This design comes from an exercise in tuning for small area, a short achievable clock period and few clock cycles on the open sky130 flow, not from production work.
Function was checked by simulation only, so behaviour that the tests miss may differ from the original.
Power and IR drop assume default switching activity.

$ cat flow/design.v
module pipecpu(input logic clk, input logic reset,
               output logic [63:0] imem_addr, input logic [31:0] imem_data,
               output logic [63:0] dmem_addr, output logic dmem_we, output logic dmem_re,
               output logic [63:0] dmem_wdata, input logic [63:0] dmem_rdata);
  logic [61:0] pcw;
  assign imem_addr = {pcw, 2'b00};
  logic [31:0] iw;
  assign iw = imem_data;
  logic f_addi, f_adds, f_subs, f_and, f_eor, f_lsr, f_ldur, f_stur, f_b, f_blt, f_cbz;
  assign f_addi = (iw[31:22] == 10'b1001000100);
  assign f_adds = (iw[31:21] == 11'b10101011000);
  assign f_subs = (iw[31:21] == 11'b11101011000);
  assign f_and  = (iw[31:21] == 11'b10001010000);
  assign f_eor  = (iw[31:21] == 11'b11001010000);
  assign f_lsr  = (iw[31:21] == 11'b11010011010);
  assign f_ldur = (iw[31:21] == 11'b11111000010);
  assign f_stur = (iw[31:21] == 11'b11111000000);
  assign f_b    = (iw[31:26] == 6'b000101);
  assign f_blt  = (iw[31:24] == 8'b01010100) & (iw[3:0] == 4'b1011);
  assign f_cbz  = (iw[31:24] == 8'b10110100);
  logic [4:0] f_ra, f_rb, f_rd;
  assign f_ra = iw[9:5];
  assign f_rb = (iw[31:24] == 8'b11111000 || iw[31:24] == 8'b10110100) ? iw[4:0] : iw[20:16];
  assign f_rd = iw[4:0];
  logic f_wen;
  assign f_wen = (f_addi | f_adds | f_subs | f_and | f_eor | f_lsr | f_ldur) & (f_rd != 5'd31);
  logic        x_wen, x_ldur, x_stur, x_b, x_blt, x_cbz, x_setf, x_sub, x_and, x_eor, x_lsr, x_useimm;
  logic [4:0]  x_ra, x_rb, x_rd;
  logic        x_fwa, x_fwb;
  logic [12:0] x_imm;     
  logic [5:0]  x_sh;
  logic [27:0] x_offm1;   
  logic f_fwa, f_fwb;
  assign f_fwa = x_wen & ~x_ldur & (x_rd == f_ra);
  assign f_fwb = x_wen & ~x_ldur & (x_rd == f_rb);
  logic [27:0] f_off26m1, f_off19m1;
  dec28 D26(.x({{2{iw[25]}}, iw[25:0]}), .y(f_off26m1));
  dec28 D19(.x({{9{iw[23]}}, iw[23:5]}), .y(f_off19m1));
  always_ff @(posedge clk) begin
    if (reset) begin
      x_wen <= 1'b0; x_ldur <= 1'b0; x_stur <= 1'b0;
      x_b <= 1'b0; x_blt <= 1'b0; x_cbz <= 1'b0; x_setf <= 1'b0;
    end else begin
      x_wen  <= f_wen;
      x_ldur <= f_ldur;
      x_stur <= f_stur;
      x_b    <= f_b;
      x_blt  <= f_blt;
      x_cbz  <= f_cbz;
      x_setf <= f_adds | f_subs;
    end
  end
  always_ff @(posedge clk) begin
    x_sub    <= f_subs;
    x_and    <= f_and;
    x_eor    <= f_eor;
    x_lsr    <= f_lsr;
    x_useimm <= f_addi | f_ldur | f_stur;
    x_fwa    <= f_fwa;
    x_fwb    <= f_fwb;
    x_ra     <= f_fwa ? 5'd31 : f_ra;
    x_rb     <= f_fwb ? 5'd31 : f_rb;
    x_rd     <= f_rd;
    x_imm    <= f_addi ? {1'b0, iw[21:10]} : {{4{iw[20]}}, iw[20:12]};
    x_sh     <= iw[15:10];
    x_offm1  <= f_b ? f_off26m1 : f_off19m1;
  end
  logic [63:0] regs [0:30];
  logic [63:0] a, b, a_n, b_n;
  assign a = ~a_n;
  assign b = ~b_n;
  logic [63:0] wb_data;
  logic [4:0]  m_rd;
  logic        m_wen, m_load, m_store, m_wbld;
  logic [63:0] m_res, m_sdata;
  logic [31:0] sel_a, sel_b;
  always_comb begin
    for (int i = 0; i < 31; i++) begin
      sel_a[i] = (x_ra == i[4:0]);
      sel_b[i] = (x_rb == i[4:0]);
    end
    sel_a[31] = x_fwa;
    sel_b[31] = x_fwb;
  end
  genvar k, j;
  for (k = 0; k < 64; k++) begin : RD
    logic [31:0] col;
    for (j = 0; j < 31; j++) begin : C
      assign col[j] = regs[j][k];
    end
    assign col[31] = m_res[k];
    rdsl RA(.sel(sel_a), .d(col), .yn(a_n[k]));
    rdsl RB(.sel(sel_b), .d(col), .yn(b_n[k]));
  end
  assign wb_data = m_wbld ? dmem_rdata : m_res;
  always_ff @(posedge clk) begin
    for (int i = 0; i < 31; i++)
      if (m_wen && m_rd == i[4:0]) regs[i] <= wb_data;
  end
  logic [63:0] opb, addb, p, g, cy, sum, res;
  logic        lt_q;
  assign opb  = x_useimm ? {{51{x_imm[12]}}, x_imm} : b;
  assign addb = opb ^ {64{x_sub}};
  assign p    = a ^ addb;
  assign g    = a & addb;
  logic [63:0] gc;
  logic        g0;
  assign g0 = g[0] | (p[0] & x_sub);
  pfx64 PFX(.g({g[63:1], g0}), .p(p), .c(gc));
  assign cy = {gc[62:0], x_sub};    
  assign sum = p ^ cy;
  logic [63:0] shr;
  shr64 SHR(.x(a), .sh(x_sh), .y(shr));
  always_comb begin
    if (x_and)      res = g;
    else if (x_eor) res = p;
    else if (x_lsr) res = shr;
    else            res = sum;
  end
  logic ovf;
  assign ovf = (a[63] == addb[63]) & (sum[63] != a[63]);
  logic taken;
  assign taken = x_b | (x_blt & lt_q) | (x_cbz & (b == 64'd0));
  logic [27:0] lo_seq, lo_tgt;
  logic        c_seq, c_tgt, up_t, dn_t;
  logic [33:0] ones_below, zeros_below, hi_seq, hi_tgt;
  inc28 INC(.a(pcw[27:0]), .s(lo_seq), .co(c_seq));
  add28 TGT(.a(pcw[27:0]), .b(x_offm1), .s(lo_tgt), .co(c_tgt));
  always_comb begin
    ones_below[0]  = 1'b1;
    zeros_below[0] = 1'b1;
    for (int i = 1; i < 34; i++) begin
      ones_below[i]  = ones_below[i-1] & pcw[28+i-1];
      zeros_below[i] = zeros_below[i-1] & ~pcw[28+i-1];
    end
  end
  assign up_t   = c_tgt & ~x_offm1[27];
  assign dn_t   = x_offm1[27] & ~c_tgt;
  assign hi_seq = pcw[61:28] ^ ({34{c_seq}} & ones_below);
  assign hi_tgt = pcw[61:28] ^ (({34{up_t}} & ones_below) | ({34{dn_t}} & zeros_below));
  always_ff @(posedge clk) begin
    if (reset) begin
      pcw     <= 62'd0;
      lt_q    <= 1'b0;
      m_wen   <= 1'b0;
      m_load  <= 1'b0;
      m_wbld  <= 1'b0;
      m_store <= 1'b0;
    end else begin
      pcw     <= taken ? {hi_tgt, lo_tgt} : {hi_seq, lo_seq};
      if (x_setf) lt_q <= sum[63] ^ ovf;
      m_wen   <= x_wen;
      m_load  <= x_ldur;
      m_wbld  <= x_ldur & x_wen;
      m_store <= x_stur;
    end
  end
  always_ff @(posedge clk) begin
    m_rd    <= x_rd;
    m_res   <= res;
    m_sdata <= b;
  end
  assign dmem_addr  = m_res;
  assign dmem_we    = m_store;
  assign dmem_re    = m_load;
  assign dmem_wdata = m_sdata;
endmodule
module ao222n(input logic s0, d0, s1, d1, s2, d2, output logic yn);
  assign yn = ~((s0 & d0) | (s1 & d1) | (s2 & d2));
endmodule
module rdsl(input logic [31:0] sel, input logic [31:0] d, output logic yn);
  logic [10:0] t;
  genvar i;
  for (i = 0; i < 10; i++) begin : G
    ao222n A(.s0(sel[3*i]), .d0(d[3*i]), .s1(sel[3*i+1]), .d1(d[3*i+1]),
             .s2(sel[3*i+2]), .d2(d[3*i+2]), .yn(t[i]));
  end
  assign t[10] = ~((sel[30] & d[30]) | (sel[31] & d[31]));
  assign yn = ~(~&t[3:0] | ~&t[7:4] | ~&t[10:8]);
endmodule
module mx2n(input logic a, b, s, output logic yn);
  assign yn = ~(s ? b : a);
endmodule
module shr64(input logic [63:0] x, input logic [5:0] sh, output logic [63:0] y);
  logic [63:0] st [0:6];
  assign st[0] = x;
  genvar l, i;
  for (l = 0; l < 6; l++) begin : L
    for (i = 0; i < 64; i++) begin : B
      if (i + (1 << l) < 64) begin : M
        mx2n U(.a(st[l][i]), .b(st[l][i + (1 << l)]), .s(sh[l]), .yn(st[l+1][i]));
      end else begin : Z
        if (l % 2 == 0) begin : E
          assign st[l+1][i] = ~(st[l][i] & ~sh[l]);
        end else begin : O
          assign st[l+1][i] = ~(st[l][i] | sh[l]);
        end
      end
    end
  end
  assign y = st[6];
endmodule
module dec28(input logic [27:0] x, output logic [27:0] y);
  assign y = x - 28'd1;
endmodule
module inc28(input logic [27:0] a, output logic [27:0] s, output logic co);
  assign {co, s} = {1'b0, a} + 29'd1;
endmodule
module add28(input logic [27:0] a, b, output logic [27:0] s, output logic co);
  assign {co, s} = {1'b0, a} + {1'b0, b};
endmodule
module pfx64(input logic [63:0] g, p, output logic [63:0] c);
  always_comb begin
    logic [63:0] gg, pp, gn, pn;
    gg = g;
    pp = p;
    for (int l = 0; l < 6; l++) begin
      gn = gg;
      pn = pp;
      for (int i = 0; i < 64; i++)
        if ((i >> l) & 1) begin
          gn[i] = gg[i] | (pp[i] & gg[((i >> l) << l) - 1]);
          pn[i] = pp[i] & pp[((i >> l) << l) - 1];
        end
      gg = gn;
      pp = pn;
    end
    c = gg;
  end
endmodule
$ cat flow/flow/run.sh
#!/bin/bash
set -euo pipefail
MARGIN=$(cat flow/margin.txt)
bash standard.sh "SETUP_SLACK_MARGIN=$MARGIN" \
  "BUFFER_PORTS_ARGS=-buffer_cell sky130_fd_sc_hd__buf_2" \
  "CTS_ARGS=-sink_clustering_enable -repair_clock_nets -dont_use_dummy_load -sink_clustering_size 25 -sink_clustering_max_diameter 90" \
  finish > flow_standard.log 2>&1
$ cat flow/flow/margin.txt
21
$ cat flow/standard.sh
#!/bin/bash
# synth_recipe.tcl (not shown) runs the flow's synth.tcl, then flattens the netlist and writes it again
# the make line also repeats each setting of config.mk as NAME=value (left out here)
make -C /OpenROAD-flow-scripts/flow DESIGN_CONFIG=/design/flow/config.mk WORK_HOME=/design/flow/orfs CLKGATE_MAP_FILE= SYNTH_SCRIPT=/design/flow/synth_recipe.tcl "${@:-finish}"
$ cat flow/config.mk
export PLATFORM = sky130hd
export DESIGN_NAME = pipecpu
export DESIGN_NICKNAME = pipecpu
export VERILOG_FILES = /design/flow/design.v
export SDC_FILE = /design/flow/constraint.sdc
export NUM_CORES = 4
export LEC_CHECK = 0
export CAP_MARGIN = 20
export CORE_MARGIN = 2
export CORE_UTILIZATION = 40
export SLEW_MARGIN = 20
export SYNTH_HIERARCHICAL = 1
export SYNTH_MINIMUM_KEEP_SIZE = 0
$ cat flow/constraint.sdc
create_clock -name core_clock -period 28.0 [get_ports {clk}]
set_input_delay 5.6000 -clock core_clock [delete_from_list [all_inputs] [get_ports {clk}]]
set_output_delay 5.6000 -clock core_clock [all_outputs]
set_load 0.01 [all_outputs]
==> results.py, run 1 <==
metrics = {
    "sta": {
        "timing.slew.headroom_pct": 19.5,
        "whs_ns": 0.403,
        "final.min_clock_period_ns": 7.04,
        "grt_setup_unrepaired": "yes",
        "timing.final.setup_violations": 0,
        "slew_viol_final": 0,
        "timing_worst_slew_pin_value_ns": 1.21,
        "final_hold_viol_count": 0,
        "final_total_negative_setup_slack_ns": 0,
        "timing.final.crit_share_pct": 25.2,
        "final.setup_skew_ns": 0.126,
        "post-route-worst-setup-slack_ns": 20.96,
        "max_freq_ghz": 0.142,
    },
    "clock_tree": {
        "clk_path_buf_depth": 3,
        "cts.htree.levels": 3,
        "tritoncts": "done",
        "cts-hold-fix-buffers": 0,
        "clock_latency_on_the_worst_skew_pair_ns": 0.87,
        "numCtsBuffers": 112,
        "cts_num_sinks": 2260,
        "clk_pin_slew_worst_paths_ns": 0.10,
        "cts_root_buffer": "clkbuf_16",
    },
    "min_path": {
        "holdPathEnd": "m_rd[2]",
        "hold_class": "flip-flop to flip-flop",
        "hold_path.startpoint": "x_rd[2]",
        "holdPathStages": 0,
    },
    "final_layout": {
        "instances_no_fill": 10691,
        "synthToLayoutAreaGrowth_pct": 11.7,
        "final_layout_size_suffix_gt1_share_pct": 18.1,
        "sequential_standard_cell_area_sq_um": 65500,
        "finish.net_count": 7519,
        "n_fill_cell": 22236,
        "multi_input_comb_area_sq_um": 34800,
    },
    "logic_synthesis": {
        "yosys_warnings": 12,
        "syn_inst": 6820,
        "avgSynthCellArea_sq_um": 14.8,
        "synth_area_sq_um": 101000,
    },
    "route": {
        "detail_route.iter0.violations": 20197,
        "wirelength_um": 446000,
        "vias": 80869,
        "routedWlPerCell_um": 41.8,
        "remaining_drc_errors": 0,
        "antenna_left": 0,
        "vias_per_cell": 7.56,
        "drt_pass1_iterations": 14,
    },
    "setup_path": {
        "cp.required_ns": 22.40,
        "startpoint_class": "flip-flop",
        "worstReg2RegStart": "x_ra[0]",
        "crit_type": "flip-flop to primary output",
        "ff2ff_setup_slack_ns": 21.05,
        "worst_ep_arrival_ns": 1.44,
        "ff2ff_path_depth": 21,
        "crit-reg2reg-capture": "m_res[63]",
        "setup.worst_path.end_class": "primary output",
        "path_max_fanout": 4,
    },
    "power_and_ir_drop": {
        "vdd_drop_max_uv": 61.2,
        "p_per_area_nw_per_um2": 67.9,
        "power.static_leakage_nw": 37.2,
        "total_power_mw": 7.64,
    },
    "place": {
        "dp_slack_ns": 20.07,
        "io_buffer_count": 289,
        "globalplace.congestion": 0.986,
        "instance_count_after_placement_with_tap_cells_included": 10498,
        "hpwlAfterDp_um": 273000,
    },
    "floorplanning": {
        "design.die.area_sq_um": 256000,
        "fp_rows": 184,
        "initial_utilization_pct": 40.1,
        "die_h_um": 506,
        "ios": 292,
        "die_w_um": 506,
        "core_area_sq_um": 251000,
    },
    "global_route": {
        "groute.usage.overall_pct": 33.4,
        "maximum_number_of_pins_on_one_net_before_global_route_repair": 83,
        "antenna_violations_before_repair": 32,
        "grt_overflow_total": 0,
        "grt_pass1_vias": 77846,
        "first_pass_grt_wire_length_um": 605000,
    },
    "flow_run": {
        "max-cap-violations": 0,
    },
    "outcome": {
        "outcome": "complete, no violations",
    },
}
[how the worst max path moves through the flow]
stage          slack, ns            to           from
2_1_floorplan      20.50   x_offm1[21]  imem_data[16]
6_report           20.96  dmem_addr[1]       m_res[1]
4_1_cts            20.90  dmem_addr[1]       m_res[1]
3_5_place_dp       20.07       x_rb[3]  imem_data[26]
3_3_place_gp       19.99       x_rb[3]  imem_data[30]
5_1_grt            20.88     m_res[63]        x_rb[0]
[flip-flops by register name, summed over array words and instances, names as in the netlist, 5 cells and up]
name     cells
x_rb         5
x_imm       13
regs      1984
x_offm1     28
m_res       64
x_ra         5
m_sdata     64
x_sh         6
x_rd         5
pcw         62
m_rd         5
[where the power goes]
group	leakage (nW)	switching [mW]	internal, mW
sequential	20.2	0.167	4.18
combinational	15.6	1.08	0.441
clock	1.38	1.06	0.710
[layer usage]
layer	GRT usage, %	up-vias	wire, um
met3	10.6	1778	69200
met5	0.0563	-	159
met2	49.6	7802	190000
met1	41.8	39993	152000
li1	-	31272	-
met4	22.0	24	34900
[through the flow]
stage               util [%]  cell area, sq um
floorplan                  -            101000
global placement        43.1            108000
detailed placement      43.1            108000
CTS                     44.7            112000
global route            44.8            112000
finish                  44.8            112000
[placed cells by master (no fill, tap or decap), types with 131 or more instances in the layout]
cell,count
edfxtp_1,1984
a222oi_1,1280
mux2i_1,342
nand2_1,311
nand4_1,303
buf_4,286
nor2_1,233
buf_2,231
o21ai_0,228
inv_1,174
mux2_2,162
a22o_1,131
[critical path, cell delays in order, from the launching register on]
cell and delay (ns):
dfxtp_2 0.34, buf_12 0.14, buf_6 0.12
[cell type report]
class	instances	area share (%)
inverters	176	0.588
diodes	22	0.0490
well taps	3348	3.73
clock buffers	112	2.49
repair buffers	593	3.84
flip-flops and latches	2260	58.3
multi-input cells	4180	31.0
[what timing repair did]
action,4_1_cts,5_1_grt
pin swaps,5,3
gates resized for setup,299,28
setup buffers,52,7
endpoints found under the setup margin,170,45
Testbench counts, summed over its fixed seeds: cycles 35,905.
==> run 2: changes to the inputs <==
--- a/flow/design.v
+++ b/flow/design.v
@@ -28,13 +28,9 @@
   logic [4:0]  x_ra, x_rb, x_rd;
   logic        x_fwa, x_fwb;
-  logic [12:0] x_imm;     
-  logic [5:0]  x_sh;
-  logic [27:0] x_offm1;   
+  logic [25:0] x_iw;      
+  logic        x_addi;
   logic f_fwa, f_fwb;
   assign f_fwa = x_wen & ~x_ldur & (x_rd == f_ra);
   assign f_fwb = x_wen & ~x_ldur & (x_rd == f_rb);
-  logic [27:0] f_off26m1, f_off19m1;
-  dec28 D26(.x({{2{iw[25]}}, iw[25:0]}), .y(f_off26m1));
-  dec28 D19(.x({{9{iw[23]}}, iw[23:5]}), .y(f_off19m1));
   always_ff @(posedge clk) begin
     if (reset) begin
@@ -62,7 +58,6 @@
     x_rb     <= f_fwb ? 5'd31 : f_rb;
     x_rd     <= f_rd;
-    x_imm    <= f_addi ? {1'b0, iw[21:10]} : {{4{iw[20]}}, iw[20:12]};
-    x_sh     <= iw[15:10];
-    x_offm1  <= f_b ? f_off26m1 : f_off19m1;
+    x_iw     <= iw[25:0];
+    x_addi   <= f_addi;
   end
   logic [63:0] regs [0:30];
@@ -100,4 +95,6 @@
   logic [63:0] opb, addb, p, g, cy, sum, res;
   logic        lt_q;
+  logic [12:0] x_imm;     
+  assign x_imm = x_addi ? {1'b0, x_iw[21:10]} : {{4{x_iw[20]}}, x_iw[20:12]};
   assign opb  = x_useimm ? {{51{x_imm[12]}}, x_imm} : b;
   assign addb = opb ^ {64{x_sub}};
@@ -111,5 +108,5 @@
   assign sum = p ^ cy;
   logic [63:0] shr;
-  shr64 SHR(.x(a), .sh(x_sh), .y(shr));
+  shr64 SHR(.x(a), .sh(x_iw[15:10]), .y(shr));
   always_comb begin
     if (x_and)      res = g;
@@ -125,4 +122,6 @@
   logic        c_seq, c_tgt, up_t, dn_t;
   logic [33:0] ones_below, zeros_below, hi_seq, hi_tgt;
+  logic [27:0] x_offm1;
+  dec28 DEC(.x(x_b ? {{2{x_iw[25]}}, x_iw[25:0]} : {{9{x_iw[23]}}, x_iw[23:5]}), .y(x_offm1));
   inc28 INC(.a(pcw[27:0]), .s(lo_seq), .co(c_seq));
   add28 TGT(.a(pcw[27:0]), .b(x_offm1), .s(lo_tgt), .co(c_tgt));
@@ -208,5 +207,29 @@
 endmodule
 module add28(input logic [27:0] a, b, output logic [27:0] s, output logic co);
-  assign {co, s} = {1'b0, a} + {1'b0, b};
+  logic [27:0] p, g, c;
+  assign p = a ^ b;
+  assign g = a & b;
+  pfx28 PFX(.g(g), .p(p), .c(c));
+  assign s  = p ^ {c[26:0], 1'b0};
+  assign co = c[27];
+endmodule
+module pfx28(input logic [27:0] g, p, output logic [27:0] c);
+  always_comb begin
+    logic [27:0] gg, pp, gn, pn;
+    gg = g;
+    pp = p;
+    for (int l = 0; l < 5; l++) begin
+      gn = gg;
+      pn = pp;
+      for (int i = 0; i < 28; i++)
+        if ((i >> l) & 1) begin
+          gn[i] = gg[i] | (pp[i] & gg[((i >> l) << l) - 1]);
+          pn[i] = pp[i] & pp[((i >> l) << l) - 1];
+        end
+      gg = gn;
+      pp = pn;
+    end
+    c = gg;
+  end
 endmodule
 module pfx64(input logic [63:0] g, p, output logic [63:0] c);
--- a/flow/config.mk
+++ b/flow/config.mk
@@ -8,5 +8,5 @@
 export CAP_MARGIN = 20
 export CORE_MARGIN = 2
-export CORE_UTILIZATION = 40
+export CORE_UTILIZATION = 55
 export SLEW_MARGIN = 20
 export SYNTH_HIERARCHICAL = 1
==> run 2 against run 1 <==
Sequential cell count down 25; synthesized cell count down 3.1%; critical endpoint is now dmem_addr[57]; setup slack better by 0.0098 ns; worst hold slack better by 0.059 ns; design area down 3.0%; non-clock buffer count up 3; combinational power down 6%; core utilization up 16 points; clock power down 5%; clock skew down 0.055 ns; still clean; total power down 3.0%.
==> results.py, run 2 <==
metrics = {
    "outcome": {
        "outcome": "complete, no violations",
    },
    "final_layout": {
        "largest_register_ff_count": 1984,
        "most_frequent_standard_cell_in_the_layout_excluding_fill_and_tap_cells": "edfxtp_1",
        "finish.net_count": 7311,
        "n_fill_cell": 13620,
        "final_layout_size_suffix_gt1_share_pct": 17.9,
        "synthToLayoutAreaGrowth_pct": 10.3,
        "final_core_area_utilization_pct": 61.0,
        "multi_input_comb_area_sq_um": 33700,
        "sequential_standard_cell_area_sq_um": 65000,
        "largestRegisters": "regs (1984), m_res (64), m_sdata (64)",
        "mostFrequentLayoutCells": "edfxtp_1, a222oi_1, mux2i_1",
        "max_flop_register": "regs",
        "post_layout_instance_area_sq_um": 109000,
    },
    "setup_path": {
        "worstPathCellList": "buf_6",
        "worst_ep_arrival_ns": 1.43,
        "critPathMaxStageDelay_ns": 0.46,
        "startpoint_class": "flip-flop",
        "critical_path_buf_inv_count": 1,
        "path_max_fanout": 4,
        "worst_path_max_delay_cell": "dfxtp_4",
        "cp.required_ns": 22.40,
        "setup.worst_path.end_class": "primary output",
        "crit_type": "flip-flop to primary output",
        "cp_top_family": "flip-flops",
    },
    "clock_tree": {
        "cts.htree.levels": 3,
        "cts_num_sinks": 2235,
        "numCtsBuffers": 105,
        "cts-hold-fix-buffers": 0,
        "clk_path_buf_depth": 3,
        "clk_pin_slew_worst_paths_ns": 0.10,
        "tritoncts": "done",
        "cts_root_buffer": "clkbuf_16",
        "clock_latency_on_the_worst_skew_pair_ns": 0.83,
    },
    "min_path": {
        "hold_class": "flip-flop to flip-flop",
    },
    "floorplanning": {
        "fp_rows": 155,
        "die_w_um": 428,
        "design.die.area_sq_um": 183000,
        "ios": 292,
        "die_h_um": 428,
        "core_area_sq_um": 179000,
        "initial_utilization_pct": 55.4,
    },
    "sta": {
        "final_total_negative_setup_slack_ns": 0,
        "grt_setup_unrepaired": "yes",
        "timing.slew.headroom_pct": 17.4,
        "slew_viol_final": 0,
        "max_freq_ghz": 0.142,
        "timing.final.crit_share_pct": 25.1,
        "timing_worst_slew_pin_value_ns": 1.24,
        "final_hold_viol_count": 0,
        "final.setup_skew_ns": 0.0707,
        "whs_ns": 0.462,
        "timing.final.setup_violations": 0,
        "final.min_clock_period_ns": 7.03,
    },
    "route": {
        "vias_per_cell": 8.30,
        "drt_pass1_iterations": 11,
        "wirelength_um": 431000,
        "remaining_drc_errors": 0,
        "vias": 78729,
        "routedWlPerCell_um": 45.4,
        "antenna_left": 0,
        "detail_route.iter0.violations": 19432,
    },
    "logic_synthesis": {
        "syn_inst": 6606,
        "synth_area_sq_um": 98900,
        "avgSynthCellArea_sq_um": 15.0,
        "yosys_warnings": 13,
    },
    "power_and_ir_drop": {
        "vdd_drop_max_uv": 93.9,
        "total_power_mw": 7.41,
        "p_per_area_nw_per_um2": 68.0,
        "power.static_leakage_nw": 36.7,
    },
    "global_route": {
        "first_pass_grt_wire_length_um": 581000,
        "groute.usage.overall_pct": 45.3,
        "grt_pass1_vias": 74038,
        "grt_overflow_total": 0,
        "maximum_number_of_pins_on_one_net_before_global_route_repair": 95,
        "antenna_violations_before_repair": 25,
    },
    "flow_run": {
        "max-cap-violations": 0,
    },
    "place": {
        "place_area_sq_um": 105000,
        "io_buffer_count": 289,
        "globalplace.congestion": 1.00,
        "hpwlAfterDp_um": 262000,
    },
}
## run 2: final timing paths
kind / from / end / slack (ns) / cells after the start
min: x_iw[2] / m_rd[2] / 0.46 / 0
max: m_res[57] / dmem_addr[57] / 20.97 / 1
max reg2reg: x_ra[4] / m_res[62] / 20.99 / 24
min reg2reg: x_iw[2] / m_rd[2] / 0.46 / 0
## run 2: through the flow
| stage | setup WS, ns | std cells |
|---|---|---|
| 2_1_floorplan | 20.93 | 6607 |
| 3_3_place_gp | 20.18 | 9328 |
| 3_5_place_dp | 20.31 | 9328 |
| 4_1_cts | 20.97 | 9459 |
| 5_1_grt | 20.97 | 9471 |
| 6_report | 20.97 | 9481 |
## run 2: power by group
part | switching [mW] | total [mW] | internal [mW]
Combinational | 1.03 | 1.43 | 0.400
Sequential | 0.148 | 4.28 | 4.14
Clock | 1.03 | 1.69 | 0.668
## run 2: layout make-up
type | count | area share, %
repair buffers | 596 | 3.77
flip-flops and latches | 2235 | 59.6
well taps | 2355 | 2.70
inverters | 170 | 0.589
clock buffers | 105 | 2.41
diodes | 11 | 0.0253
multi-input cells | 4009 | 30.9
## run 2: repair_timing
item,4_1_cts,5_1_grt
gates resized for setup,229,34
buffers inserted,26,9
setup endpoints to repair,161,45
pin swaps,4,4
## run 2: per-layer routing
layer | global-route usage, % | vias up | routed length [um]
li1 | - | 30430 | -
met1 | 58.0 | 38762 | 145000
met2 | 65.4 | 7841 | 181000
met3 | 18.0 | 1676 | 74400
met4 | 26.4 | 20 | 30800
met5 | 0.312 | - | 137
Testbench counts of run 2, summed over its fixed seeds: cycles 35,905.
==> run 3: changes to the inputs <==
--- a/flow/design.v
+++ b/flow/design.v
@@ -26,5 +26,7 @@
   assign f_wen = (f_addi | f_adds | f_subs | f_and | f_eor | f_lsr | f_ldur) & (f_rd != 5'd31);
   logic        x_wen, x_ldur, x_stur, x_b, x_blt, x_cbz, x_setf, x_sub, x_and, x_eor, x_lsr, x_useimm;
-  logic [4:0]  x_ra, x_rb, x_rd;
+  logic [4:0]  x_rd;
+  logic [3:0]  x_ra_hi, x_rb_hi;    
+  logic [7:0]  x_ra_lo, x_rb_lo;    
   logic        x_fwa, x_fwb;
   logic [25:0] x_iw;      
@@ -55,6 +57,12 @@
     x_fwa    <= f_fwa;
     x_fwb    <= f_fwb;
-    x_ra     <= f_fwa ? 5'd31 : f_ra;
-    x_rb     <= f_fwb ? 5'd31 : f_rb;
+    for (int i = 0; i < 4; i++) begin
+      x_ra_hi[i] <= f_fwa ? (i == 3) : (f_ra[4:3] == i[1:0]);
+      x_rb_hi[i] <= f_fwb ? (i == 3) : (f_rb[4:3] == i[1:0]);
+    end
+    for (int i = 0; i < 8; i++) begin
+      x_ra_lo[i] <= f_fwa ? (i == 7) : (f_ra[2:0] == i[2:0]);
+      x_rb_lo[i] <= f_fwb ? (i == 7) : (f_rb[2:0] == i[2:0]);
+    end
     x_rd     <= f_rd;
     x_iw     <= iw[25:0];
@@ -72,6 +80,6 @@
   always_comb begin
     for (int i = 0; i < 31; i++) begin
-      sel_a[i] = (x_ra == i[4:0]);
-      sel_b[i] = (x_rb == i[4:0]);
+      sel_a[i] = x_ra_hi[i >> 3] & x_ra_lo[i & 7];
+      sel_b[i] = x_rb_hi[i >> 3] & x_rb_lo[i & 7];
     end
     sel_a[31] = x_fwa;
==> run 3 against run 2 <==
Largest power group unchanged; sequential power hardly changed; design area hardly changed; fmax is 1.6% lower; worst hold slack better by 0.0046 ns; combinational power is 3% higher; via count is 2.9% higher; total power is 1.3% higher; die area is 0.63% higher; largest cell class unchanged.
==> results.py, run 3 <==
metrics = {
    "outcome": {
        "outcome": "complete, no violations",
    },
    "final_layout": {
        "mostFrequentLayoutCells": "edfxtp_1, a222oi_1, mux2i_1",
        "largest_register_ff_count": 1984,
        "n_fill_cell": 13919,
        "finish.net_count": 7357,
        "largestRegisters": "regs (1984), m_res (64), m_sdata (64)",
        "instances_no_fill": 9552,
        "most_frequent_standard_cell_in_the_layout_excluding_fill_and_tap_cells": "edfxtp_1",
        "final_layout_size_suffix_gt1_share_pct": 18.0,
        "max_flop_register": "regs",
        "synthToLayoutAreaGrowth_pct": 9.62,
    },
    "setup_path": {
        "ff2ff_path_depth": 22,
        "worstReg2RegStart": "x_rb_hi[3]",
        "path_max_fanout": 29,
        "worst_path_max_delay_cell": "o21ai_0",
        "critPathMaxStageDelay_ns": 0.56,
        "worst_ep_arrival_ns": 7.84,
        "startpoint_class": "flip-flop",
        "cp.required_ns": 28.69,
        "setup.worst_path.end_class": "flip-flop",
        "worstPathCellList": "and2_4, buf_4, buf_4, a222oi_1, nand4_1, nor4_2, buf_4, a21oi_1, xnor2_1, ha_1, nand4_1, nor2_1, nand2_1, a31oi_2, o31ai_2, o31ai_2, a41oi_1, o21ai_0, nor2_1, o21ai_0, o21ai_0, mux2_2",
        "crit_type": "flip-flop to flip-flop",
        "critical_path_buf_inv_count": 3,
        "ff2ff_setup_slack_ns": 20.85,
        "crit-reg2reg-capture": "m_res[63]",
        "cp_top_family": "compound AO/OA/AOI/OAI gates",
    },
    "clock_tree": {
        "clock_latency_on_the_worst_skew_pair_ns": 0.85,
        "numCtsBuffers": 107,
        "cts-hold-fix-buffers": 0,
        "cts.htree.levels": 3,
        "clk_path_buf_depth": 3,
        "cts_root_buffer": "clkbuf_16",
        "cts_num_sinks": 2249,
        "tritoncts": "done",
        "clk_pin_slew_worst_paths_ns": 0.11,
    },
    "floorplanning": {
        "ios": 292,
        "die_w_um": 429,
        "die_h_um": 429,
        "initial_utilization_pct": 55.2,
        "core_area_sq_um": 180000,
        "fp_rows": 156,
        "design.die.area_sq_um": 184000,
    },
    "flow_run": {
        "max-cap-violations": 0,
    },
    "sta": {
        "final.min_clock_period_ns": 7.15,
        "timing.final.setup_violations": 0,
        "final_hold_viol_count": 0,
        "final.setup_skew_ns": 0.0877,
        "slew_viol_final": 0,
        "final_total_negative_setup_slack_ns": 0,
        "timing.slew.headroom_pct": 16.6,
        "max_freq_ghz": 0.140,
        "grt_setup_unrepaired": "yes",
        "timing_worst_slew_pin_value_ns": 1.24,
        "timing.final.crit_share_pct": 25.5,
    },
    "logic_synthesis": {
        "yosys_warnings": 13,
        "syn_inst": 6645,
        "synth_area_sq_um": 99500,
        "avgSynthCellArea_sq_um": 15.0,
    },
    "global_route": {
        "groute.usage.overall_pct": 47.8,
        "first_pass_grt_wire_length_um": 607000,
        "antenna_violations_before_repair": 29,
        "grt_pass1_vias": 75729,
        "grt_overflow_total": 0,
        "maximum_number_of_pins_on_one_net_before_global_route_repair": 100,
    },
    "min_path": {
        "holdPathEnd": "m_store",
        "hold_path.startpoint": "x_stur",
        "holdPathStages": 1,
        "hold_class": "flip-flop to flip-flop",
    },
    "route": {
        "antenna_left": 0,
        "vias_per_cell": 8.48,
        "vias": 81048,
        "routedWlPerCell_um": 47.7,
        "drt_pass1_iterations": 15,
        "remaining_drc_errors": 0,
        "wirelength_um": 456000,
        "detail_route.iter0.violations": 21426,
    },
    "power_and_ir_drop": {
        "vdd_drop_max_uv": 64.4,
        "clock_power_share_pct": 23.0,
        "power.switching_fraction_pct": 30.1,
        "share_seq_of_total_power_pct": 57.3,
        "power_switching_mw": 2.26,
        "power_frac_comb_pct": 19.6,
        "cellInternalPower_mw": 5.25,
        "power.static_leakage_nw": 36.8,
        "p_per_area_nw_per_um2": 68.8,
    },
    "place": {
        "hpwlAfterDp_um": 276000,
        "io_buffer_count": 289,
        "globalplace.congestion": 1.01,
        "instance_count_after_placement_with_tap_cells_included": 9385,
    },
}
run 3: power groups by stage:
stage | Combinational, mW | Clock (mW) | Sequential, mW
finish | 1.47 | 1.73 | 4.30
global route | 1.52 | 1.81 | 4.30
CTS | 1.39 | 1.71 | 4.29
detailed placement | 1.31 | 0 | 4.36
global placement | 1.29 | 0 | 4.36
floorplan | 0.807 | 0 | 4.26
run 3: worst max-delay path by stage:
stage,slack (ns),depth (start not counted),end,start
after floorplan,20.60,9,x_rb_lo[3],imem_data[30]
after global placement,19.84,8,x_rb_hi[0],imem_data[30]
after detailed placement,19.90,8,x_rb_hi[0],imem_data[25]
after CTS,20.93,1,dmem_addr[59],m_res[59]
after global routing,20.95,1,dmem_addr[59],m_res[59]
final,20.85,22,m_res[63],x_rb_hi[3]
run 3: layout make-up:
cell class / count / area (sq um) / share of cell area (%)
clock buffer: 107 / 2680 / 2.45
multi-input combinational: 4048 / 33500 / 30.7
timing repair buffer: 595 / 3950 / 3.62
tap: 2370 / 2970 / 2.72
antenna: 21 / 52.6 / 0.0482
inverter: 162 / 612 / 0.561
sequential: 2249 / 65300 / 59.9
run 3: per-layer routing:
metal	GRT usage, %	up-vias	part of all wire, %
met3	18.9	2137	17
met1	59.0	39710	33
li1	-	30637	-
met4	34.0	30	8.8
met2	68.4	8534	41
met5	1.09	-	0.10
run 3: stage by stage:
step           hold slack [ns]  util [%]  power [mW]  area (sq um)  worst slack [ns]
2_1_floorplan            0.383         -        5.07         99500             20.60
3_3_place_gp             0.445      58.6        5.65        106000             19.84
3_5_place_dp             0.446      58.6        5.67        106000             19.90
4_1_cts                  0.469      60.5        7.39        109000             20.93
5_1_grt                  0.478      60.5        7.63        109000             20.95
6_report                 0.467      60.5        7.51        109000             20.85
run 3: timing repair:
| item | 4_1_cts | 5_1_grt |
|---|---|---|
| pin swaps | 1 | 1 |
| endpoints found under the setup margin | 136 | 29 |
| hold endpoints to repair | 0 | 0 |
| gates resized for setup | 225 | 10 |
| buffers inserted | 37 | 2 |
Testbench counts of run 3, summed over its fixed seeds: cycles 35,905.
==> run 4: changes to the inputs <==
==> flow/flow/margin.txt (replaced) <==
21.4
==> run 4 against run 3 <==
Critical endpoint is now dmem_addr[47]; worst hold slack got worse by 0.0037 ns; cell count rose by 0.88%; sequential cell count did not move.
==> results.py, run 4 <==
metrics = {
    "outcome": {
        "outcome": "complete, no violations",
    },
    "global_route": {
        "maximum_number_of_pins_on_one_net_before_global_route_repair": 103,
        "first_pass_grt_wire_length_um": 589000,
        "groute.usage.overall_pct": 45.9,
        "antenna_violations_before_repair": 17,
        "grt_pass1_vias": 75454,
        "grt.met1_usage_pct": 57.5,
        "met2_usage_pct": 66.7,
        "grt_overflow_total": 0,
        "global_route.peak_usage_layer": "met2",
        "gr_util_met3_pct": 15.1,
    },
    "min_path": {
        "holdPathEnd": "m_store",
        "hold_path.startpoint": "x_stur",
        "hold_class": "flip-flop to flip-flop",
        "holdPathStages": 1,
    },
    "clock_tree": {
        "clk_path_buf_depth": 3,
        "cts.htree.levels": 3,
        "cts_root_buffer": "clkbuf_16",
        "numCtsBuffers": 108,
        "clock_latency_on_the_worst_skew_pair_ns": 0.86,
        "tritoncts": "done",
        "cts_num_sinks": 2249,
        "clk_pin_slew_worst_paths_ns": 0.07,
    },
    "power_and_ir_drop": {
        "power.static_leakage_nw": 37.7,
        "p_per_area_nw_per_um2": 67.9,
        "vdd_drop_max_uv": 87.7,
    },
    "route": {
        "detail_route.iter0.violations": 19800,
        "remaining_drc_errors": 0,
        "antenna_left": 0,
        "routedWlPerCell_um": 45.5,
        "drt_pass1_iterations": 12,
        "vias_per_cell": 8.29,
        "wirelength_um": 439000,
        "vias": 79909,
    },
    "logic_synthesis": {
        "synth_area_sq_um": 99500,
        "avgSynthCellArea_sq_um": 15.0,
        "yosys_warnings": 13,
        "syn_inst": 6645,
    },
    "setup_path": {
        "worst_path_max_delay_cell": "dfxtp_4",
        "worst_ep_arrival_ns": 1.48,
        "critical_path_buf_inv_count": 1,
        "crit_type": "flip-flop to primary output",
        "worstPathCellList": "buf_6",
        "startpoint_class": "flip-flop",
        "cp.required_ns": 22.40,
        "critPathMaxStageDelay_ns": 0.48,
        "path_max_fanout": 3,
        "ff2ff_path_depth": 14,
        "cp_top_family": "flip-flops",
        "crit-reg2reg-capture": "pcw[61]",
        "setup.worst_path.end_class": "primary output",
        "ff2ff_setup_slack_ns": 21.22,
        "worstReg2RegStart": "x_rb_hi[2]",
    },
    "sta": {
        "timing.final.crit_share_pct": 25.3,
        "final_total_negative_setup_slack_ns": 0,
        "timing.final.setup_violations": 0,
        "max_freq_ghz": 0.141,
        "whs_ns": 0.463,
        "final.min_clock_period_ns": 7.08,
        "timing.slew.headroom_pct": 15.0,
        "timing_worst_slew_pin_value_ns": 1.27,
        "final_hold_viol_count": 0,
        "slew_viol_final": 0,
        "final.setup_skew_ns": 0.0841,
        "grt_setup_unrepaired": "yes",
    },
    "floorplanning": {
        "design.die.area_sq_um": 184000,
        "die_w_um": 429,
        "core_area_sq_um": 180000,
        "die_h_um": 429,
        "ios": 292,
        "initial_utilization_pct": 55.2,
        "fp_rows": 156,
    },
    "final_layout": {
        "finish.net_count": 7451,
        "max_flop_register": "regs",
        "mostFrequentLayoutCells": "edfxtp_1, a222oi_1, buf_4",
        "synthToLayoutAreaGrowth_pct": 11.8,
        "final_layout_size_suffix_gt1_share_pct": 19.8,
        "largestRegisters": "regs (1984), m_res (64), m_sdata (64)",
        "largest_register_ff_count": 1984,
        "most_frequent_standard_cell_in_the_layout_excluding_fill_and_tap_cells": "edfxtp_1",
    },
    "flow_run": {
        "max-cap-violations": 0,
    },
    "place": {
        "globalplace.congestion": 0.999,
        "io_buffer_count": 289,
        "hpwlAfterDp_um": 265000,
    },
}
[run 4: final cells by class]
| type | count | area, sq um |
|---|---|---|
| antenna | 11 | 27.5 |
| fill | 13803 | 68900 |
| sequential | 2249 | 65400 |
| timing repair buffer | 686 | 5670 |
| multi-input combinational | 4050 | 33800 |
| tap | 2370 | 2970 |
| inverter | 162 | 611 |
| clock buffer | 108 | 2700 |
[run 4: timing repair]
action | CTS | global route
setup buffers | 129 | 18
hold buffers | 0 | 0
pin swaps | 12 | 13
gates cloned | 0 | 2
gates resized for setup | 478 | 79
endpoints found under the setup margin | 227 | 241
[run 4: per-layer routing]
layer / part of all wire [%] / wire (um)
met5: 0.014 / 62
met4: 9.3 / 40900
met3: 16 / 70700
met2: 42 / 183000
met1: 33 / 144000
[run 4: stage by stage]
stage / utilization, % / setup WS [ns] / power [mW] / std cells / cell area [sq um]
floorplan: - / 20.60 / 5.07 / 6646 / 99600
finish: 61.7 / 20.92 / 7.56 / 9636 / 111000
detailed placement: 58.5 / 19.89 / 5.63 / 9367 / 105000
CTS: 61.4 / 20.96 / 7.44 / 9604 / 111000
global route: 61.7 / 20.97 / 7.71 / 9628 / 111000
global placement: 58.5 / 19.84 / 5.61 / 9367 / 105000
[run 4: worst max path at each step]
stage / depth (start not counted) / to / start / slack [ns]
after floorplan: 9 / x_rb_lo[3] / imem_data[30] / 20.60
after global placement: 8 / x_rb_lo[3] / imem_data[30] / 19.84
after detailed placement: 8 / x_rb_lo[3] / imem_data[30] / 19.89
after CTS: 1 / dmem_addr[49] / m_res[49] / 20.96
after global routing: 1 / dmem_addr[49] / m_res[49] / 20.97
final: 1 / dmem_addr[47] / m_res[47] / 20.92
[run 4: power breakdown]
group          switching, mW  internal (mW)  total [mW]
logic                   1.05          0.485        1.54
registers              0.139           4.16        4.30
clock network           1.03          0.686        1.72
total                   2.23           5.33        7.56
==> run 5: changes to the inputs <==
==> flow/flow/margin.txt (replaced) <==
21
--- a/flow/config.mk
+++ b/flow/config.mk
@@ -8,5 +8,5 @@
 export CAP_MARGIN = 20
 export CORE_MARGIN = 2
-export CORE_UTILIZATION = 55
+export CORE_UTILIZATION = 65
 export SLEW_MARGIN = 20
 export SYNTH_HIERARCHICAL = 1
==> run 5 against run 4 <==
Worst hold slack got worse by 0.0092 ns; die area fell by 15%; sequential cell count did not move; fmax rose by 0.17%; critical path type is now flip-flop to flip-flop; critical endpoint is now lt_q.
==> results.py, run 5 <==
metrics = {
    "clock_tree": {
        "cts_num_sinks": 2249,
        "clk_pin_slew_worst_paths_ns": 0.10,
        "cts-hold-fix-buffers": 0,
        "clk_path_buf_depth": 3,
        "numCtsBuffers": 102,
        "tritoncts": "done",
        "clock_latency_on_the_worst_skew_pair_ns": 0.81,
        "cts.htree.levels": 3,
        "cts_root_buffer": "clkbuf_16",
    },
    "place": {
        "hpwlAfterDp_um": 255000,
        "instance_count_after_placement_with_tap_cells_included": 9028,
        "io_buffer_count": 289,
        "dp_slack_ns": 19.96,
        "globalplace.congestion": 1.06,
    },
    "global_route": {
        "first_pass_grt_wire_length_um": 571000,
        "groute.usage.overall_pct": 52.4,
        "antenna_violations_before_repair": 27,
        "grt_pass1_vias": 76359,
        "maximum_number_of_pins_on_one_net_before_global_route_repair": 126,
        "grt_overflow_total": 0,
    },
    "final_layout": {
        "finish.net_count": 7310,
        "n_fill_cell": 10123,
        "largest_register_ff_count": 1984,
        "instances_no_fill": 9175,
        "max_flop_register": "regs",
        "mostFrequentLayoutCells": "edfxtp_1, a222oi_1, mux2i_1",
        "most_frequent_standard_cell_in_the_layout_excluding_fill_and_tap_cells": "edfxtp_1",
        "largestRegisters": "regs (1984), m_res (64), m_sdata (64)",
        "final_layout_size_suffix_gt1_share_pct": 17.3,
        "synthToLayoutAreaGrowth_pct": 8.58,
        "final_core_area_utilization_pct": 71.1,
    },
    "setup_path": {
        "path_max_fanout": 32,
        "cp.required_ns": 28.68,
        "worst_ep_arrival_ns": 7.75,
        "worstPathCellList": "and2_4, buf_4, a222oi_1, nand4_1, nor4_2, buf_4, mux2i_1, xnor2_1, ha_1, a21oi_2, o211ai_1, a221oi_2, a31oi_1, o31ai_2, o31ai_2, a41oi_1, o21ai_0, mux2i_1, mux2i_1, nor2_1",
        "critPathMostFrequentCell": "mux2i_1",
        "critPathMaxStageDelay_ns": 0.78,
        "startpoint_class": "flip-flop",
        "worst_path_max_delay_cell": "buf_4",
        "setup.worst_path.end_class": "flip-flop",
        "crit_type": "flip-flop to flip-flop",
    },
    "route": {
        "detail_route.iter0.violations": 23344,
        "drt_pass1_iterations": 20,
        "antenna_left": 0,
        "top_routing_layer_in_use": "met5",
        "vias": 81835,
        "met2_layer_wire_length_in_the_routed_design_um": 166000,
        "routedWlPerCell_um": 46.0,
        "vias_per_cell": 8.92,
        "met1_length_um": 129000,
        "route.met3.wl_um": 82900,
        "remaining_drc_errors": 0,
        "wirelength_um": 422000,
    },
    "sta": {
        "final.setup_skew_ns": 0.108,
        "final_total_negative_setup_slack_ns": 0,
        "timing.final.setup_violations": 0,
        "post-route-worst-setup-slack_ns": 20.94,
        "slew_viol_final": 0,
        "grt_setup_unrepaired": "yes",
        "final_hold_viol_count": 0,
        "final.min_clock_period_ns": 7.06,
        "timing_worst_slew_pin_value_ns": 1.28,
        "timing.final.crit_share_pct": 25.2,
        "timing.slew.headroom_pct": 14.8,
        "max_freq_ghz": 0.142,
    },
    "logic_synthesis": {
        "yosys_warnings": 13,
        "synth_area_sq_um": 99500,
        "avgSynthCellArea_sq_um": 15.0,
        "syn_inst": 6645,
    },
    "power_and_ir_drop": {
        "vdd_drop_max_uv": 81.7,
        "power.switching_fraction_pct": 29.3,
        "power.static_leakage_nw": 36.5,
        "clock_power_share_pct": 22.7,
        "power_frac_comb_pct": 18.3,
        "cellInternalPower_mw": 5.17,
        "p_per_area_nw_per_um2": 67.6,
        "power_switching_mw": 2.14,
        "share_seq_of_total_power_pct": 59.0,
    },
    "floorplanning": {
        "ios": 292,
        "design.die.area_sq_um": 156000,
        "core_area_sq_um": 152000,
        "initial_utilization_pct": 65.5,
        "fp_rows": 143,
        "die_w_um": 395,
        "die_h_um": 395,
    },
    "outcome": {
        "outcome": "complete, no violations",
    },
    "min_path": {
        "hold_class": "flip-flop to flip-flop",
    },
    "flow_run": {
        "max-cap-violations": 0,
    },
}
==> run 5: worst paths after layout <==
path | from | endpoint | slack, ns | depth (start not counted)
setup reg to reg | x_rb_hi[2] | lt_q | 20.94 | 20
hold reg to reg | x_stur | m_store | 0.45 | 1
hold / removal | x_stur | m_store | 0.45 | 1
setup / recovery | x_rb_hi[2] | lt_q | 20.94 | 20
==> run 5: stage by stage <==
stage	hold WS, ns	instance area, sq um	power [mW]
finish	0.454	108000	7.31
global route	0.468	108000	7.42
CTS	0.457	108000	7.16
detailed placement	0.430	105000	5.59
global placement	0.433	105000	5.56
floorplan	0.383	99500	5.07
==> run 5: timing repair <==
item	4_1_cts	5_1_grt
buffers inserted	5	8
gates resized for setup	133	32
setup endpoints to repair	114	56
pin swaps	2	2
==> run 5: area by class of cell <==
cell class | count | area (sq um) | share of cell area (%)
Sequential cell | 2249 | 65200 | 60.3
Antenna cell | 31 | 77.6 | 0.0718
Clock buffer | 102 | 2550 | 2.36
Multi-Input combinational cell | 4048 | 33500 | 31.0
Tap cell | 2030 | 2540 | 2.35
Inverter | 162 | 611 | 0.565
Timing Repair Buffer | 553 | 3560 | 3.30
==> run 5: power by group through the flow <==
stage               combinational [mW]  sequential, mW  clock [mW]
global route                      1.39            4.30        1.73
finish                            1.34            4.31        1.66
detailed placement                1.24            4.35           0
floorplan                        0.807            4.26           0
global placement                  1.21            4.35           0
CTS                               1.25            4.29        1.62
==> run 5: metal layers <==
metal  vias to the layer above  global-route usage, %
li1                      30571                      -
met4                        27                   41.3
met5                         -                   1.32
met3                      2565                   25.6
met1                     39021                   64.0
met2                      9651                   70.5
==> run 5: worst max-delay path: cells and delay by family, from the launching register on <==
| kind | cells | cell delay, ns |
|---|---|---|
| AOI/OAI and AO/OA | 9 | 2.80 |
| buffers and inverters | 2 | 0.98 |
| xor gates and xnor gates | 1 | 0.18 |
| DFF | 1 | 0.55 |
| adders and majority gates | 1 | 0.37 |
| muxes | 3 | 1.08 |
| and+or+nand+nor | 4 | 0.97 |
==> run 6: changes to the inputs <==
--- a/flow/design.v
+++ b/flow/design.v
@@ -25,5 +25,5 @@
   logic f_wen;
   assign f_wen = (f_addi | f_adds | f_subs | f_and | f_eor | f_lsr | f_ldur) & (f_rd != 5'd31);
-  logic        x_wen, x_ldur, x_stur, x_b, x_blt, x_cbz, x_setf, x_sub, x_and, x_eor, x_lsr, x_useimm;
+  logic        x_wen, x_ldur, x_stur, x_b, x_blt, x_cbz, x_setf, x_sub, x_and, x_eor, x_lsr, x_sum, x_useimm;
   logic [4:0]  x_rd;
   logic [3:0]  x_ra_hi, x_rb_hi;    
@@ -54,4 +54,5 @@
     x_eor    <= f_eor;
     x_lsr    <= f_lsr;
+    x_sum    <= ~(f_and | f_eor | f_lsr);
     x_useimm <= f_addi | f_ldur | f_stur;
     x_fwa    <= f_fwa;
@@ -117,12 +118,7 @@
   logic [63:0] shr;
   shr64 SHR(.x(a), .sh(x_iw[15:10]), .y(shr));
-  always_comb begin
-    if (x_and)      res = g;
-    else if (x_eor) res = p;
-    else if (x_lsr) res = shr;
-    else            res = sum;
-  end
-  logic ovf;
-  assign ovf = (a[63] == addb[63]) & (sum[63] != a[63]);
+  assign res = ({64{x_and}} & g) | ({64{x_eor}} & p) | ({64{x_lsr}} & shr) | ({64{x_sum}} & sum);
+  logic lt;
+  assign lt = p[63] ? sum[63] : a[63];
   logic taken;
   assign taken = x_b | (x_blt & lt_q) | (x_cbz & (b == 64'd0));
@@ -156,5 +152,5 @@
     end else begin
       pcw     <= taken ? {hi_tgt, lo_tgt} : {hi_seq, lo_seq};
-      if (x_setf) lt_q <= sum[63] ^ ovf;
+      if (x_setf) lt_q <= lt;
       m_wen   <= x_wen;
       m_load  <= x_ldur;
--- a/flow/config.mk
+++ b/flow/config.mk
@@ -8,5 +8,5 @@
 export CAP_MARGIN = 20
 export CORE_MARGIN = 2
-export CORE_UTILIZATION = 65
+export CORE_UTILIZATION = 55
 export SLEW_MARGIN = 20
 export SYNTH_HIERARCHICAL = 1
==> run 6 against run 5 <==
Still clean; design area increased by 0.36%; combinational power up 9%; setup slack improved by 0.021 ns; core utilization is 10 points lower; total power rose by 2.7%; critical path type is now flip-flop to primary output; largest cell class unchanged; highest routed layer unchanged.
==> results.py, run 6 <==
metrics = {
    "outcome": {
        "outcome": "complete, no violations",
    },
    "final_layout": {
        "largestRegisters": "regs (1984), m_res (64), m_sdata (64)",
        "max_flop_register": "regs",
        "post_layout_instance_area_sq_um": 108000,
        "final_layout_size_suffix_gt1_share_pct": 17.3,
        "largest_register_ff_count": 1984,
        "n_fill_cell": 13830,
        "mostFrequentLayoutCells": "edfxtp_1, a222oi_1, nand2_1",
        "finish.net_count": 7217,
        "synthToLayoutAreaGrowth_pct": 9.56,
        "most_frequent_standard_cell_in_the_layout_excluding_fill_and_tap_cells": "edfxtp_1",
    },
    "clock_tree": {
        "cts.htree.levels": 3,
        "clk_pin_slew_worst_paths_ns": 0.10,
        "cts_num_sinks": 2250,
        "clk_path_buf_depth": 3,
        "clock_latency_on_the_worst_skew_pair_ns": 0.85,
        "numCtsBuffers": 107,
        "tritoncts": "done",
        "cts_root_buffer": "clkbuf_16",
    },
    "setup_path": {
        "worst_ep_arrival_ns": 1.44,
        "setup.worst_path.end_class": "primary output",
        "critPathMaxStageDelay_ns": 0.46,
        "cp.required_ns": 22.40,
        "crit_type": "flip-flop to primary output",
        "ff2ff_path_depth": 20,
        "worst_path_max_delay_cell": "dfxtp_4",
        "startpoint_class": "flip-flop",
        "path_max_fanout": 4,
        "worstReg2RegStart": "x_rb_hi[0]",
        "worstPathCellList": "buf_6",
        "ff2ff_setup_slack_ns": 21.03,
        "cp_top_family": "flip-flops",
        "critical_path_buf_inv_count": 1,
        "crit-reg2reg-capture": "lt_q",
    },
    "route": {
        "detail_route.iter0.violations": 20631,
        "remaining_drc_errors": 0,
        "routedWlPerCell_um": 46.9,
        "vias": 78974,
        "vias_per_cell": 8.41,
        "antenna_left": 0,
        "wirelength_um": 440000,
        "drt_pass1_iterations": 14,
    },
    "min_path": {
        "holdPathEnd": "m_rd[4]",
        "hold_path.startpoint": "x_iw[4]",
        "holdPathStages": 0,
        "hold_class": "flip-flop to flip-flop",
    },
    "sta": {
        "timing_worst_slew_pin_value_ns": 1.28,
        "final.min_clock_period_ns": 7.04,
        "timing.final.crit_share_pct": 25.2,
        "slew_viol_final": 0,
        "grt_setup_unrepaired": "yes",
        "final_hold_viol_count": 0,
        "max_freq_ghz": 0.142,
        "final.setup_skew_ns": 0.0624,
        "timing.slew.headroom_pct": 14.6,
        "final_total_negative_setup_slack_ns": 0,
        "timing.final.setup_violations": 0,
        "post-route-worst-setup-slack_ns": 20.96,
    },
    "global_route": {
        "grt_overflow_total": 0,
        "maximum_number_of_pins_on_one_net_before_global_route_repair": 71,
        "groute.usage.overall_pct": 46.5,
        "first_pass_grt_wire_length_um": 593000,
        "antenna_violations_before_repair": 24,
        "grt_pass1_vias": 75466,
    },
    "power_and_ir_drop": {
        "power.static_leakage_nw": 37.0,
        "vdd_drop_max_uv": 65.2,
        "p_per_area_nw_per_um2": 69.2,
    },
    "place": {
        "hpwlAfterDp_um": 258000,
        "io_buffer_count": 289,
        "dp_slack_ns": 19.57,
        "place_area_sq_um": 105000,
        "globalplace.congestion": 1.02,
    },
    "floorplanning": {
        "die_w_um": 428,
        "initial_utilization_pct": 55.4,
        "fp_rows": 155,
        "ios": 292,
        "die_h_um": 428,
        "core_area_sq_um": 179000,
        "design.die.area_sq_um": 183000,
    },
    "logic_synthesis": {
        "avgSynthCellArea_sq_um": 15.2,
        "synth_area_sq_um": 99000,
        "syn_inst": 6523,
        "yosys_warnings": 13,
    },
    "flow_run": {
        "max-cap-violations": 0,
    },
}
## run 6: cell count changes in the layout (fill, tap and decap cells not counted), sizes merged, moves of 7 or more
| cell | change |
|---|---|
| nand2 | +142 |
| o21ai | -130 |
| nor2 | -120 |
| xor2 | +66 |
| a222oi | +63 |
| mux2 | -62 |
| a22oi | -61 |
| buf | +23 |
| diode | -13 |
| a21oi | -10 |
| nor4 | -7 |
## run 6: per-stage QoR
stage	hold slack [ns]	utilization, %	instances	total power [mW]
finish	0.418	60.7	9394	7.51
global route	0.419	60.7	9382	7.65
CTS	0.414	60.6	9370	7.40
detailed placement	0.432	58.6	9213	5.67
global placement	0.445	58.6	9212	5.64
floorplan	0.382	-	6524	5.09
## run 6: per-layer routing
metal	share of wire [%]	global-route usage [%]	up-vias	routed length (um)
met5	0.042	0.364	-	187
met4	8.5	32.7	18	37200
met1	33	58.0	38903	144000
li1	-	-	30140	-
met2	42	67.0	7960	186000
met3	17	17.3	1953	72900
## run 6: area by class of cell
class,count,area (sq um),share of cell area (%)
inverter,165,623,0.575
tap,2355,2950,2.72
sequential,2250,65400,60.3
multi-input combinational,3927,32900,30.4
clock buffer,107,2680,2.47
timing repair buffer,572,3820,3.52
antenna,18,45.0,0.0415
## run 6: what timing repair did
item / CTS / global route
setup buffers: 50 / 6
gates resized for setup: 263 / 19
hold buffers: 0 / 0
pin swaps: 2 / 1
setup endpoints to repair: 138 / 48
## run 6: report_power, final
part	internal (mW)	total (mW)	switching [mW]
sequential	4.19	4.33	0.139
clock	0.680	1.72	1.04
combinational	0.397	1.46	1.06
total	5.26	7.51	2.24
## run 6: how the worst max path moves through the flow
| stage | startpoint | end | slack (ns) | cells after the start |
|---|---|---|---|---|
| 2_1_floorplan | imem_data[30] | x_rb_lo[3] | 20.52 | 9 |
| 3_3_place_gp | imem_data[30] | x_rb_lo[4] | 19.25 | 8 |
| 3_5_place_dp | imem_data[30] | x_rb_lo[4] | 19.57 | 9 |
| 4_1_cts | m_res[38] | dmem_addr[38] | 20.96 | 1 |
| 5_1_grt | m_res[53] | dmem_addr[53] | 20.96 | 1 |
| 6_report | m_res[38] | dmem_addr[38] | 20.96 | 1 |
Testbench counts of run 6, summed over its fixed seeds: cycles 35,905.
==> run 7: changes to the inputs <==
==> flow/flow/margin.txt (replaced) <==
21.15
==> run 7 against run 6 <==
Still clean; core utilization grew 0.90 points; cell count rose by 1.0%; first-iteration DRC count up 0.72%; sequential share of layout area fell by 0.82 points; design area up 1.5%.
==> results.py, run 7 <==
metrics = {
    "outcome": {
        "outcome": "complete, no violations",
    },
    "clock_tree": {
        "clk_path_buf_depth": 3,
        "tritoncts": "done",
        "clock_latency_on_the_worst_skew_pair_ns": 0.85,
        "cts_root_buffer": "clkbuf_16",
        "cts_num_sinks": 2250,
        "clk_pin_slew_worst_paths_ns": 0.09,
        "cts-hold-fix-buffers": 0,
        "cts.htree.levels": 3,
        "numCtsBuffers": 108,
    },
    "logic_synthesis": {
        "avgSynthCellArea_sq_um": 15.2,
        "syn_inst": 6523,
        "synth_area_sq_um": 99000,
        "yosys_warnings": 13,
    },
    "floorplanning": {
        "fp_rows": 155,
        "die_w_um": 428,
        "design.die.area_sq_um": 183000,
        "ios": 292,
        "initial_utilization_pct": 55.4,
        "die_h_um": 428,
        "core_area_sq_um": 179000,
    },
    "setup_path": {
        "path_max_fanout": 2,
        "cp.required_ns": 22.40,
        "worstPathCellList": "buf_6",
        "crit_type": "flip-flop to primary output",
        "setup.worst_path.end_class": "primary output",
        "worst_path_max_delay_cell": "dfxtp_4",
        "critical_path_buf_inv_count": 1,
        "cp_top_family": "flip-flops",
        "ff2ff_setup_slack_ns": 21.10,
        "worst_setup_path_startpoint": "m_res[37]",
        "worst_ep_arrival_ns": 1.42,
        "startpoint_class": "flip-flop",
        "worstReg2RegStart": "x_rb_hi[3]",
        "critPathMaxStageDelay_ns": 0.47,
    },
    "route": {
        "remaining_drc_errors": 0,
        "vias": 79475,
        "detail_route.iter0.violations": 20779,
        "wirelength_um": 441000,
        "routedWlPerCell_um": 46.4,
        "antenna_left": 0,
        "vias_per_cell": 8.38,
        "drt_pass1_iterations": 15,
    },
    "global_route": {
        "maximum_number_of_pins_on_one_net_before_global_route_repair": 94,
        "gr_util_met3_pct": 15.7,
        "groute.usage.overall_pct": 46.5,
        "grt_overflow_total": 0,
        "grt.met1_usage_pct": 57.0,
        "first_pass_grt_wire_length_um": 594000,
        "met2_usage_pct": 69.2,
        "antenna_violations_before_repair": 20,
        "grt_pass1_vias": 75876,
        "global_route.peak_usage_layer": "met2",
    },
    "power_and_ir_drop": {
        "cellInternalPower_mw": 5.34,
        "clock_power_share_pct": 22.8,
        "share_seq_of_total_power_pct": 57.0,
        "power.static_leakage_nw": 37.7,
        "power_switching_mw": 2.26,
        "p_per_area_nw_per_um2": 69.1,
        "vdd_drop_max_uv": 72.5,
        "power_frac_comb_pct": 20.2,
        "power.switching_fraction_pct": 29.8,
    },
    "place": {
        "globalplace.congestion": 0.969,
        "io_buffer_count": 289,
        "hpwlAfterDp_um": 259000,
    },
    "final_layout": {
        "final_core_area_utilization_pct": 61.6,
        "most_frequent_standard_cell_in_the_layout_excluding_fill_and_tap_cells": "edfxtp_1",
        "max_flop_register": "regs",
        "final_layout_size_suffix_gt1_share_pct": 18.7,
        "finish.net_count": 7306,
        "mostFrequentLayoutCells": "edfxtp_1, a222oi_1, nand2_1",
        "n_fill_cell": 13601,
        "largestRegisters": "regs (1984), m_res (64), m_sdata (64)",
        "largest_register_ff_count": 1984,
        "synthToLayoutAreaGrowth_pct": 11.2,
    },
    "sta": {
        "timing.slew.headroom_pct": 9.60,
        "final_hold_viol_count": 0,
        "grt_setup_unrepaired": "yes",
        "final.setup_skew_ns": 0.0812,
        "timing.final.setup_violations": 0,
        "timing_worst_slew_pin_value_ns": 1.34,
        "slew_viol_final": 0,
        "max_freq_ghz": 0.142,
        "final_total_negative_setup_slack_ns": 0,
        "final.min_clock_period_ns": 7.02,
        "timing.final.crit_share_pct": 25.1,
    },
    "flow_run": {
        "max-cap-violations": 0,
    },
    "min_path": {
        "hold_class": "flip-flop to flip-flop",
        "hold_path.startpoint": "x_stur",
    },
}
==> run 7: cell type report <==
class	instances	area, sq um	share of cell area [%]
Clock buffer	108	2700	2.46
Timing Repair Buffer	660	5270	4.79
Inverter	165	623	0.566
Tap cell	2355	2950	2.68
Multi-Input combinational cell	3927	33000	30.0
Antenna cell	24	60.1	0.0546
Sequential cell	2250	65400	59.5
==> run 7: final timing paths <==
kind,endpoint,cells after the start
worst min register to register,m_store,1
worst max register to register,lt_q,19
worst min-delay path,m_store,1
worst max-delay path,dmem_addr[37],1
==> run 7: power by group through the flow <==
stage               combinational [mW]  sequential [mW]  clock [mW]
finish                            1.53             4.33        1.73
global route                      1.59             4.33        1.82
CTS                               1.44             4.32        1.72
detailed placement                1.28             4.39           0
global placement                  1.25             4.39           0
floorplan                        0.802             4.29           0
==> run 7: worst reg2reg max path: stages (launching register included) <==
cell and delay (ns):
dfxtp_1 0.40, and2_4 0.44, buf_4 0.55, a222oi_1 0.48, nand4_1 0.23, nor4_2 0.90
mux2i_1 0.31, xnor2_1 0.22, ha_1 0.25, a21oi_1 0.19, o211ai_1 0.13, a221oi_2 0.30
a31oi_1 0.27, o31ai_2 0.71, o31ai_2 0.30, a41oi_1 0.35, o21ai_0 0.22, mux2i_1 0.39
mux2i_1 0.13, nor2_1 0.10
==> run 7: timing repair <==
item | 4_1_cts | 5_1_grt
gates cloned | 0 | 1
setup endpoints to repair | 205 | 218
resized for setup | 429 | 41
pin swaps | 1 | 4
buffers inserted | 117 | 13
==> run 7: per-stage QoR <==
step	power [mW]	hold slack (ns)	setup WS (ns)	std cells	area [sq um]
2_1_floorplan	5.09	0.382	20.52	6524	99000
3_3_place_gp	5.64	0.451	19.73	9226	105000
3_5_place_dp	5.66	0.436	19.87	9226	105000
4_1_cts	7.48	0.438	20.97	9451	110000
5_1_grt	7.74	0.432	20.98	9469	110000
6_report	7.60	0.444	20.98	9489	110000
==> run 7: metal layers <==
| layer | vias up | share of wire (%) |
|---|---|---|
| met3 | 1961 | 16 |
| met1 | 39226 | 32 |
| li1 | 30351 | - |
| met5 | - | 0.043 |
| met2 | 7915 | 43 |
| met4 | 22 | 8.7 |

static timing again, ports no longer ideal:
How much do the figures lean on ideal ports? The routed layouts below were timed once more, with nothing changed but the port constraints. Step 1, drivers: a clkbuf_16 drives clk and a buf_2 each remaining input, both assumed. Step 2 moves the port delays by t, midway between the first and last clock arrival at a register: inputs arrive t later, outputs are due t later. That takes back most of the time a late clock gives input paths. Slacks: ideal / step 1 / step 2; pairs: ideal / step 1.
run | t (ns) | setup WS [ns] | clock arrival spread, ns | worst data-port slew with drivers (ns)
run 1 | 0.910 | 20.956 / 20.849 / 20.111 | 0.126 / 0.126 | 0.11
run 2 | 0.885 | 20.966 / 20.875 / 20.278 | 0.071 / 0.071 | 0.15
run 3 | 0.905 | 20.853 / 20.826 / 20.294 | 0.088 / 0.088 | 0.09
run 4 | 0.908 | 20.925 / 20.834 / 20.296 | 0.085 / 0.084 | 0.20
run 5 | 0.852 | 20.937 / 20.875 / 20.402 | 0.112 / 0.112 | 0.22
run 6 | 0.908 | 20.957 / 20.866 / 20.254 | 0.064 / 0.065 | 0.22
run 7 | 0.899 | 20.981 / 20.892 / 20.453 | 0.084 / 0.083 | 0.11
After both steps every run listed still meets setup and hold. The setup slack of run 1, which loses most, moves by -0.107 ns with the drivers and by -0.845 ns with both steps.
